From an optimization exercise on the open Yosys and OpenROAD flow, aimed at small area; shortcuts taken in it are not production practice. Only simulation tests tie the RTL to the original design; equivalence was not proved. No activity file was given, so power comes from the tool's default toggle rates.

// rtcclock
module	rtcclock #(
		parameter	DEFAULT_SPEED = 32'd2814750  
	) (
		input	wire		i_clk, i_reset,
		input	wire		i_wb_cyc, i_wb_stb, i_wb_we,
		input	wire	[2:0]	i_wb_addr,
		input	wire	[31:0]	i_wb_data,
		input	wire	[3:0]	i_wb_sel,
		output	reg	[31:0]	o_data,
		output	wire	[31:0]	o_sseg,
		output	wire	[15:0]	o_led,
		output	wire		o_interrupt,
		output	wire		o_ppd,
		input	wire		i_hack
	);
	wire		wb_write = i_wb_stb && i_wb_we;
	reg		ck_wr, tm_wr, al_wr;
	reg	[25:0]	wr_data;
	reg	[2:0]	wr_valid;
	reg		wr_zero;
	reg	[1:0]	clock_display;
	always @(posedge i_clk)
	if (i_reset)
	begin
		ck_wr <= 1'b0;
		tm_wr <= 1'b0;
		al_wr <= 1'b0;
	end else begin
		ck_wr <= wb_write && (i_wb_addr == 3'b000);
		tm_wr <= wb_write && (i_wb_addr == 3'b001);
		al_wr <= wb_write && (i_wb_addr == 3'b011);
	end
	always @(posedge i_clk)
	begin
		wr_data     <= i_wb_data[25:0];
		wr_valid[0] <= (i_wb_sel[0])&&(i_wb_data[3:0] <= 4'h9)
				&&(i_wb_data[7:4] <= 4'h5);
		wr_valid[1] <= (i_wb_sel[1])&&(i_wb_data[11:8] <= 4'h9)
				&&(i_wb_data[15:12] <= 4'h5);
		wr_valid[2] <= (i_wb_sel[2])&&(i_wb_data[19:16] <= 4'h9)
				&&(i_wb_data[21:16] <= 6'h23);
		wr_zero <= (i_wb_data[23:0] == 0);
	end
	always @(posedge i_clk)
	if (i_reset)
		clock_display <= 2'b00;
	else if (wb_write && (i_wb_addr == 3'b000) && i_wb_sel[3])
		clock_display <= i_wb_data[25:24];
	reg	[21:0]	wr_data2;
	reg	[2:0]	ck_pv, al_pv;
	always @(posedge i_clk)
		wr_data2 <= wr_data[21:0];
	always @(posedge i_clk)
	begin
		ck_pv <= (ck_wr) ? wr_valid : 3'b0;
		al_pv <= (al_wr) ? wr_valid : 3'b0;
	end
	reg	[31:0]	ckspeed;
	localparam	LOW = 18;
	reg	[LOW-1:0]	ck_lo;
  ...
For scale: roughly 130 I/O pins, about 0.015 mm2 of cells after synthesis.
clock: 10.0 ns
lec_check: 0
cap_margin: 20
core_margin: 2
core_utilization: 40
slew_margin: 20
standard.sh (not shown) runs the stock make flow with config.mk's settings and CLKGATE_MAP_FILE= SYNTH_SCRIPT=/design/flow/synth_recipe.tcl, a recipe that flattens the netlist after the stock synthesis.
==> flow/flow/run.sh <==
#!/bin/bash
# Own layout flow: the standard flow (standard.sh), with three changes.
#  1. After the standard synthesis, the combinational logic between the
#     registers is optimised and mapped again with area-oriented ABC
#     scripts (remap.sh).
#     Registers, full-adder cells and tie cells are kept as the standard
#     synthesis made them, with their names.
#  2. Ports are buffered with sky130_fd_sc_hd__buf_1 instead of the default.
#  3. The clock tree uses larger sink clusters and no dummy loads.
# Each tool's full output goes to a log file in this folder (synth.log,
# remap.log, layout.log); ORFS's own step logs stay under orfs/logs.
set -euo pipefail
HERE=$(pwd)
RES=$HERE/orfs/results/$FLOW_PLATFORM/rtcclock/base
VARS=(
  "BUFFER_PORTS_ARGS=-buffer_cell sky130_fd_sc_hd__buf_1"
  "CTS_ARGS=-sink_clustering_enable -repair_clock_nets -sink_clustering_size 16 -sink_clustering_max_diameter 80 -buf_list sky130_fd_sc_hd__clkbuf_8 -dont_use_dummy_load"
)

bash standard.sh "${VARS[@]}" synth > synth.log 2>&1

cp "$RES/1_2_yosys.v" "$HERE/standard_synth.v"
# The deep AIG optimisation is bounded in time; should it fail, the plain
# area mapping is used, and should that fail too, the standard netlist.
if timeout 1200 bash flow/remap.sh "$HERE/standard_synth.v" "$HERE/remapped.v" deep > remap.log 2>&1; then
  cp "$HERE/remapped.v" "$RES/1_2_yosys.v"
elif timeout 600 bash flow/remap.sh "$HERE/standard_synth.v" "$HERE/remapped.v" plain > remap_plain.log 2>&1; then
  cp "$HERE/remapped.v" "$RES/1_2_yosys.v"
fi
rm -f "$RES/1_synth.odb" "$RES/1_synth.sdc"

bash standard.sh "${VARS[@]}" finish > layout.log 2>&1
Other scripts of this flow, unchanged in this note and not shown: flow/flow/remap.sh
The starting point completed without violations.
Then changed:
--- a/flow/design.v
+++ b/flow/design.v
@@ -71,32 +71,36 @@
 		wr_valid[1] <= (i_wb_sel[1])&&(i_wb_data[11:8] <= 4'h9)
 				&&(i_wb_data[15:12] <= 4'h5);
 		wr_valid[2] <= (i_wb_sel[2])&&(i_wb_data[19:16] <= 4'h9)
 				&&(i_wb_data[21:16] <= 6'h23);
 		wr_zero <= (i_wb_data[23:0] == 0);
 	end
 	always @(posedge i_clk)
 	if (i_reset)
 		clock_display <= 2'b00;
 	else if (wb_write && (i_wb_addr == 3'b000) && i_wb_sel[3])
 		clock_display <= i_wb_data[25:24];
 	reg	[21:0]	wr_data2;
-	reg	[2:0]	ck_pv, al_pv;
+	reg	[2:0]	wr_pv;
+	reg		wr_pv_al;
+	wire	[2:0]	ck_pv, al_pv;
 	always @(posedge i_clk)
 		wr_data2 <= wr_data[21:0];
 	always @(posedge i_clk)
 	begin
-		ck_pv <= (ck_wr) ? wr_valid : 3'b0;
-		al_pv <= (al_wr) ? wr_valid : 3'b0;
+		wr_pv    <= (ck_wr || al_wr) ? wr_valid : 3'b0;
+		wr_pv_al <= al_wr;
 	end
+	assign	ck_pv = (wr_pv_al) ? 3'b0 : wr_pv;
+	assign	al_pv = (wr_pv_al) ? wr_pv : 3'b0;
 	reg	[31:0]	ckspeed;
 	localparam	LOW = 18;
 	reg	[LOW-1:0]	ck_lo;
 	reg	[39-LOW:0]	ck_hi;
 	reg		ck_mid, ck_hc;
 	wire		ck_carry, ck_late;
 	reg	[7:0]	ck_sub;
 	wire		ck_pps;
 	always @(posedge i_clk)
 	if (i_reset)
 		ckspeed <= DEFAULT_SPEED;
 	else if (wb_write && (i_wb_addr == 3'b100))
@@ -135,25 +139,28 @@
 	assign	ck_carry = ck_hc || ck_late;
 	wire	[7:0]	ck_sub_inc;
 	assign ck_sub_inc = ck_sub + 8'h1;
 	always @(posedge i_clk)
 	if (i_reset)
 		ck_sub <= 8'h0;
 	else if (ck_carry)
 		ck_sub <= ck_sub_inc;
 	assign	ck_pps = ck_carry && (&ck_sub);
 	reg	[6:0]	ck_sec, ck_min;
 	reg	[5:0]	ck_hr;
 	wire	[21:0]	clock_data;
-	reg	[2:0]	suppressed, suppress_count;
+	reg	[2:0]	suppress_count;
+	reg	[1:0]	sup_level;
+	wire	[2:0]	suppressed;
+	wire	[1:0]	pv_level;
 	reg		pre_ppd, ck_ppm;
 	reg	[6:0]	nx_sec, nx_min;
 	reg	[5:0]	nx_hr;
 	wire	[5:0]	ck_cy;
 	assign	clock_data = { ck_hr, 1'b0, ck_min, 1'b0, ck_sec };
 	assign	ck_cy[0] = ck_sec[3] && ck_sec[0];
 	assign	ck_cy[1] = ck_cy[0] && ck_sec[6] && ck_sec[4];
 	assign	ck_cy[2] = ck_cy[1] && ck_min[3] && ck_min[0];
 	assign	ck_cy[3] = ck_cy[2] && ck_min[6] && ck_min[4];
 	assign	ck_cy[4] = ck_cy[3] && ck_hr[3] && ck_hr[0];
 	assign	ck_cy[5] = ck_cy[3] && ck_hr[5] && ck_hr[1] && ck_hr[0];
 	always @(*)
@@ -161,39 +168,42 @@
 		nx_sec[3:0] = (ck_cy[0]) ? 4'h0 : ck_sec[3:0] + 4'h1;
 		nx_sec[6:4] = (ck_cy[1]) ? 3'h0
 				: ck_sec[6:4] + { 2'b0, ck_cy[0] };
 		nx_min[3:0] = (ck_cy[2]) ? 4'h0
 				: ck_min[3:0] + { 3'b0, ck_cy[1] };
 		nx_min[6:4] = (ck_cy[3]) ? 3'h0
 				: ck_min[6:4] + { 2'b0, ck_cy[2] };
 		nx_hr[3:0]  = (ck_cy[4] || ck_cy[5]) ? 4'h0
 				: ck_hr[3:0] + { 3'b0, ck_cy[3] };
 		nx_hr[5:4]  = (ck_cy[5]) ? 2'h0
 				: ck_hr[5:4] + { 1'b0, ck_cy[4] };
 	end
+	assign	pv_level = (ck_pv[0]) ? 2'd3 : (ck_pv[1]) ? 2'd2
+				: (ck_pv[2]) ? 2'd1 : 2'd0;
+	assign	suppressed = { (sup_level != 2'd0), sup_level[1],
+				(sup_level == 2'd3) };
 	always @(posedge i_clk)
 	if (i_reset)
 	begin
-		suppressed <= 3'h7;
+		sup_level <= 2'd3;
 		suppress_count <= 3'h5;
 	end else if (|ck_pv)
 	begin
-		suppressed[0] <= (suppressed[0])||(ck_pv[  0]!=1'b0);
-		suppressed[1] <= (suppressed[1])||(ck_pv[1:0]!=2'b00);
-		suppressed[2] <= (suppressed[2])||(ck_pv[2:0]!=3'b000);
+		if (pv_level > sup_level)
+			sup_level <= pv_level;
 		suppress_count <= 3'h5;
 	end else if (suppress_count > 0)
 		suppress_count <= suppress_count - 1;
 	else
-		suppressed <= 0;
+		sup_level <= 2'd0;
 	always @(posedge i_clk)
 	if (i_reset)
 	begin
 		ck_sec <= 7'h0;
 		ck_min <= 7'h0;
 		ck_hr  <= 6'h0;
 	end else begin
 		if (ck_pps)
 		begin
 			if (!suppressed[0])
 				ck_sec <= nx_sec;
 			if (!suppressed[1])
Outcome: The changed run finished with timing, DRC and antenna clean; area after synthesis fell by 0.43%; wire length drops by 2.3%; register-to-register slack gets worse by 0.05 ns; worst setup slack gets worse by 0.047 ns; clock power shrinks by about 0.5%; sequential share of layout area falls by 0.16 points; combinational power grows by about 10%; hold slack is about the same; non-clock buffer count does not change; global-route usage fell by 0.45 points; total power rose by 0.41%.

[static timing again, ports no longer ideal]
How much do the figures lean on ideal ports? The routed layouts below were timed once more, with nothing changed but the port constraints. Step 1 assumes that a clkbuf_16 drives the clock port and a buf_2 every other input. Step 2 moves the port delays by t, midway between the first and last clock arrival at a register: inputs arrive t later, outputs are due t later. That takes back most of the time a late clock gives input paths. a / b / c = ideal ports / drivers / drivers and shift; a / b = the first two.
| run | t (ns) | setup slack, ns | clock arrival spread, ns |
|---|---|---|---|
| the first run | 0.661 | 2.690 / 2.690 / 2.690 | 0.039 / 0.039 |
| the second run | 0.671 | 2.643 / 2.643 / 2.643 | 0.057 / 0.056 |
After both steps setup and hold are still met in every run listed.
